This is an optimization exercise on Yosys and OpenROAD, whose aim is small area and a short achievable clock period, not a production implementation. At most, simulation tests tie the RTL to the original design; equivalence was not proved. No activity file was given, so power comes from the tool's default toggle rates.

== oak ==
## neural_predictor
module neural_predictor(input clk, input rst, input current_pc_valid, input [15:0] current_pc,
	input result_valid, input [15:0] result_pc, input result,
	output current_should_jump);
export LEC_CHECK = 0
export CAP_MARGIN = 20
export CORE_MARGIN = 2
export CORE_UTILIZATION = 55
export CTS_BUF_LIST = sky130_fd_sc_hd__clkbuf_16
export CTS_CLUSTER_DIAMETER = 80
export CTS_CLUSTER_SIZE = 28
export PLACE_DENSITY = 0.7
export SLEW_MARGIN = 20
create_clock -name core_clock -period 17.0 [get_ports {clk}]
standard.sh (not shown) runs the stock make flow with config.mk's settings and CLKGATE_MAP_FILE= SYNTH_SCRIPT=/design/flow/synth_recipe.tcl, a recipe that flattens the netlist after the stock synthesis.
==> flow/flow/run.sh <==
#!/bin/bash
# The standard layout, with timing repair aiming for 5.5 ns of setup slack.
set -euo pipefail
bash standard.sh SETUP_SLACK_MARGIN=5.5 finish > standard_finish.log 2>&1
Setup changes, oak to pine
Settings: SETUP_SLACK_MARGIN: unset -> 5.
==> flow/run.sh (new file) <==
#!/bin/bash
# synth_recipe.tcl (not shown) runs the flow's synth.tcl, then flattens the netlist and writes it again
# the make line also repeats each setting of config.mk as NAME=value (left out here)
make -C /OpenROAD-flow-scripts/flow DESIGN_CONFIG=/design/flow/config.mk WORK_HOME=/design/flow/orfs CLKGATE_MAP_FILE= SYNTH_SCRIPT=/design/flow/synth_recipe.tcl finish
removed: flow/flow/run.sh
removed: flow/standard.sh
## What came out
- In pine, fraction of area in multi-input gates is higher than in oak.
- | internal portion of total power | pine vs oak | 4.6% lower |
- The higher combinational power share of oak and pine is in oak.
- Row total length of routed wires: pine lower / oak higher
- In pine, the share of total power in the clock network came out 0.8 points above the value in oak.
Input changes introduced in birch (baseline for comparison: pine):
Settings: PLACE_DENSITY now 0.8, was 0.7; CORE_UTILIZATION now 65, was 55.
### Flow results
Taking pine as the reference, in birch clock buffer instance count of the final layout fell 2, filler-free cell count of the finished design fell 3.9%. The setup slack after placement of birch is higher than that of pine. Compared with pine, placement density in the core of birch is higher. For clock power, dividing the value from pine by the value from birch gives 1.06. Final hold violation count came out exactly the same in birch and pine. In birch, the met2 track demand over resource came out 8.7 points above the value in pine. Per the final summary, pine finished and its layout is clean on timing, DRC and antenna. birch has completed all stages; timing, DRC and antenna checks passed. Comparing birch and pine, the higher post-CTS setup buffer count is on birch. birch gives less peak clock frequency supported by timing than pine did. Final setup slack of the worst path, birch and pine: larger value in pine. birch vs pine: post-layout instance area up slightly.
For maple, these inputs were changed with respect to birch:
Settings: PLACE_DENSITY: 0.8 -> 0.7; CORE_UTILIZATION: 65 -> 55.
==> flow/flow/run.sh (new file) <==
#!/bin/bash
# The standard layout, with the adders left to ABC instead of full-adder cells.
set -euo pipefail
bash standard.sh ADDER_MAP_FILE= finish > standard_finish.log 2>&1
==> flow/standard.sh (new file) <==
#!/bin/bash
# synth_recipe.tcl (not shown) runs the flow's synth.tcl, then flattens the netlist and writes it again
# the make line also repeats each setting of config.mk as NAME=value (left out here)
make -C /OpenROAD-flow-scripts/flow DESIGN_CONFIG=/design/flow/config.mk WORK_HOME=/design/flow/orfs CLKGATE_MAP_FILE= SYNTH_SCRIPT=/design/flow/synth_recipe.tcl "${@:-finish}"
removed: flow/run.sh
## What came out
Every stage of the flow completed for maple, and the final layout passed the timing, DRC and antenna checks.
First-pass GRT wire length of maple exceeds that of birch by a little under 10%.
[maple vs birch] average cell area after synthesis: lower in maple
maple vs. birch: peak fanout along the critical path went up; utilization went down; clock period minus final worst setup slack now smaller; total wire length after detailed routing increased by 7.8% relative to the old numbers; final hold slack went down 0.035 ns.

Setup of onyx:
Another version of the RTL of neural_predictor (not shown whole).
For scale: ~2300 cells after synthesis, roughly 630 flip-flops, about 38 I/O pins.
export LEC_CHECK = 0
export CAP_MARGIN = 20
export CORE_MARGIN = 2
export CORE_UTILIZATION = 55
export CTS_BUF_LIST = sky130_fd_sc_hd__clkbuf_16
export CTS_CLUSTER_DIAMETER = 80
export CTS_CLUSTER_SIZE = 28
export PLACE_DENSITY = 0.7
export SLEW_MARGIN = 20
create_clock -name core_clock -period 17.0 [get_ports {clk}]
==> flow/flow/run.sh <==
#!/bin/bash
# The standard layout, with timing repair aiming for 6 ns of setup slack.
set -euo pipefail
bash standard.sh SETUP_SLACK_MARGIN=6 finish > standard_finish.log 2>&1
onyx | status: complete | timing, DRC, antenna: pass
[inputs] zinc vs onyx
- an added SETUP_SLACK_MARGIN of 5
==> flow/run.sh (new file) <==
#!/bin/bash
# synth_recipe.tcl (not shown) runs the flow's synth.tcl, then flattens the netlist and writes it again
# the make line also repeats each setting of config.mk as NAME=value (left out here)
make -C /OpenROAD-flow-scripts/flow DESIGN_CONFIG=/design/flow/config.mk WORK_HOME=/design/flow/orfs CLKGATE_MAP_FILE= SYNTH_SCRIPT=/design/flow/synth_recipe.tcl finish
removed: flow/flow/run.sh
removed: flow/standard.sh
- zinc reached the final stage; the timing, DRC and antenna checks on its layout passed.
- Compared with onyx, placement density in the core of zinc is lower.
- Compared to onyx, the router laid down less metal wire for zinc.
- Going from onyx to zinc, wire length per cell rose 0.25 um; first-pass GRT wire length decreased by 3.9 mm relative to the old numbers; clock network area share held; peak supply drop moved down; number of buffers added for setup after CTS dropped 39.
- Reported for onyx and zinc, register bit total from synthesis turned out identical to the last digit.
- Maximum frequency down 1.8% in zinc wrt onyx
- Between onyx and zinc, the difference in area of the die is negligible.
- Compared with onyx, zinc is more frugal on power.
Function was not checked in any run of this note: the RTL went through the layout flow alone.

== run 1 ==
neural_predictor, a different RTL version from the one above (not shown whole).
Size in the first run: roughly 2600 cells after synthesis, ~620 flip-flops, roughly 38 I/O pins, ~32000 um2 of cells after synthesis.
clock: 17.0 ns
lec_check: 0
cap_margin: 20
core_margin: 2
core_utilization: 35
place_density: 0.55
slew_margin: 20
==> flow/flow/run.sh <==
#!/bin/bash
# The standard layout, with timing repair aiming for 9 ns of setup slack.
set -euo pipefail
bash standard.sh SETUP_SLACK_MARGIN=9 finish > make_finish.log 2>&1
Edits applied to the flow inputs when going from run 1 to run 2:
==> flow/run.sh (new file) <==
#!/bin/bash
# synth_recipe.tcl (not shown) runs the flow's synth.tcl, then flattens the netlist and writes it again
# the make line also repeats each setting of config.mk as NAME=value (left out here)
make -C /OpenROAD-flow-scripts/flow DESIGN_CONFIG=/design/flow/config.mk WORK_HOME=/design/flow/orfs CLKGATE_MAP_FILE= SYNTH_SCRIPT=/design/flow/synth_recipe.tcl finish
--- a/flow/config.mk
+++ b/flow/config.mk
@@ -11,2 +11,3 @@
 export PLACE_DENSITY = 0.55
+export SETUP_SLACK_MARGIN = 5
 export SLEW_MARGIN = 20
removed: flow/flow/run.sh
removed: flow/standard.sh
[summary]
- Looking at the reports, run 2 completed the entire flow and the layout it produced met the timing, DRC and antenna checks.
- Comparing slew of the pin with the lowest slew margin for run 2 and run 1, the bigger number came from run 1.
- Compared with run 1, in run 2 final instance area went down about 4%, register-to-register setup slack moved down, multi-input combinational gate total ~0 delta, initial antenna violation count higher, count of flip-flops with a built-in enable after synthesis neither gained nor lost much.
- Run 2 vs run 1: net switching power of the design down by a few percent
- Run 2 vs. run 1: core utilization dropped 1.7 points, leakage power figure dropped about 5%.
Inputs modified between run 2 and run 3:
--- a/flow/config.mk
+++ b/flow/config.mk
@@ -11,3 +11,2 @@
 export PLACE_DENSITY = 0.55
-export SETUP_SLACK_MARGIN = 5
 export SLEW_MARGIN = 20
Findings:
- Across run 2 and run 3, the outcome is the same: a clean finish for every run.
- | register-to-register slack | higher: run 3 |
- Changes observed in run 3 relative to run 2: non-clock buffer count lower; cell area lower; final cell count lower; worst-case hold slack roughly the same.
- Higher number of fill cells among run 2 and run 3: run 2
- Summary — final critical-path share of the clock period, run 3 relative to run 2: higher, by 13 points.
- Diff run 2 -> run 3 | global-route wire length before repair | decrease of 7.4 mm
Relative to run 3, the following input files were edited for run 4:
--- a/flow/config.mk
+++ b/flow/config.mk
@@ -7,2 +7,3 @@
 export LEC_CHECK = 0
+export ABC_CLOCK_PERIOD_IN_PS = 3000
 export CAP_MARGIN = 20
@@ -11,2 +12,3 @@
 export PLACE_DENSITY = 0.55
+export SETUP_SLACK_MARGIN = 5
 export SLEW_MARGIN = 20
## What came out
Run 4 against run 3: multi-input combinational area share -0.46 points; final weighted congestion in routability-driven placement stayed essentially flat; final area moved up; number of cells in the design after placement roughly the same.
Looking only at final cycle utilization of the critical path, and setting everything else aside, the higher value of run 3 and run 4 goes to run 3.
Inputs modified between run 4 and run 5:
==> flow/flow/run.sh (new file) <==
#!/bin/bash
# The standard layout, with timing repair aiming for 7 ns of setup slack.
set -euo pipefail
bash standard.sh SETUP_SLACK_MARGIN=7 finish > make_finish.log 2>&1
==> flow/standard.sh (new file) <==
#!/bin/bash
# synth_recipe.tcl (not shown) runs the flow's synth.tcl, then flattens the netlist and writes it again
# the make line also repeats each setting of config.mk as NAME=value (left out here)
make -C /OpenROAD-flow-scripts/flow DESIGN_CONFIG=/design/flow/config.mk WORK_HOME=/design/flow/orfs CLKGATE_MAP_FILE= SYNTH_SCRIPT=/design/flow/synth_recipe.tcl "${@:-finish}"
--- a/flow/config.mk
+++ b/flow/config.mk
@@ -7,3 +7,2 @@
 export LEC_CHECK = 0
-export ABC_CLOCK_PERIOD_IN_PS = 3000
 export CAP_MARGIN = 20
@@ -12,3 +11,2 @@
 export PLACE_DENSITY = 0.55
-export SETUP_SLACK_MARGIN = 5
 export SLEW_MARGIN = 20
removed: flow/run.sh
[summary]
Clock period minus worst slack: run 4 and run 5 compared, lower one is run 5
Period utilization: run 5 vs run 4 down 0.30 points
Any difference in global-route usage over all layers between run 5 and run 4 is small enough to ignore.
Row total design power: run 5 higher / run 4 lower
Compared with run 4, placement density in the core of run 5 is higher.
Function was not checked in any run of this note: the RTL went through the layout flow alone.

==> static timing again, ports no longer ideal <==
In the flow no input, the clock included, has a driving cell. The finished layouts below were timed again as built, in two steps.
Step 1: set_driving_cell puts a clkbuf_16 on clk and a buf_2 on each other input, an assumption about the parent block.
Step 2 adds t to the input delays and takes it off the output delays; t is the mean of the earliest and latest rising clock arrival at the registers after step 1. Input paths then give back, and output paths get back, about the clock's delay inside the block.
a / b / c = ideal ports / drivers / drivers and shift; a / b = the first two.
run | shift t [ns] | setup WS [ns] | hold slack, ns | cell pins on the clock port's net
oak | 0.683 | 5.277 / 5.194 / 5.194 | 0.512 / 0.512 / 0.512 | 1
pine | 0.685 | 5.169 / 5.139 / 5.139 | 0.511 / 0.511 / 0.511 | 1
birch | 0.690 | 4.692 / 4.658 / 4.658 | 0.529 / 0.529 / 0.529 | 1
maple | 0.726 | 4.981 / 4.778 / 4.778 | 0.494 / 0.494 / 0.494 | 1
onyx | 0.679 | 5.348 / 5.220 / 5.220 | 0.522 / 0.522 / 0.522 | 1
zinc | 0.690 | 5.128 / 5.092 / 5.092 | 0.503 / 0.503 / 0.503 | 1
run 1 | 0.700 | 4.914 / 4.812 / 4.812 | 0.517 / 0.517 / 0.517 | 1
run 2 | 0.685 | 4.943 / 4.815 / 4.815 | 0.532 / 0.532 / 0.532 | 1
run 3 | 0.687 | 2.795 / 2.769 / 2.769 | 0.533 / 0.533 / 0.533 | 1
run 4 | 0.685 | 4.943 / 4.815 / 4.815 | 0.532 / 0.532 / 0.532 | 1
run 5 | 0.709 | 4.994 / 4.903 / 4.903 | 0.521 / 0.521 / 0.521 | 1
After both steps setup and hold are still met in every run listed. For maple, which loses most, drivers alone change the setup slack by -0.203 ns; drivers and shift together by -0.203 ns.
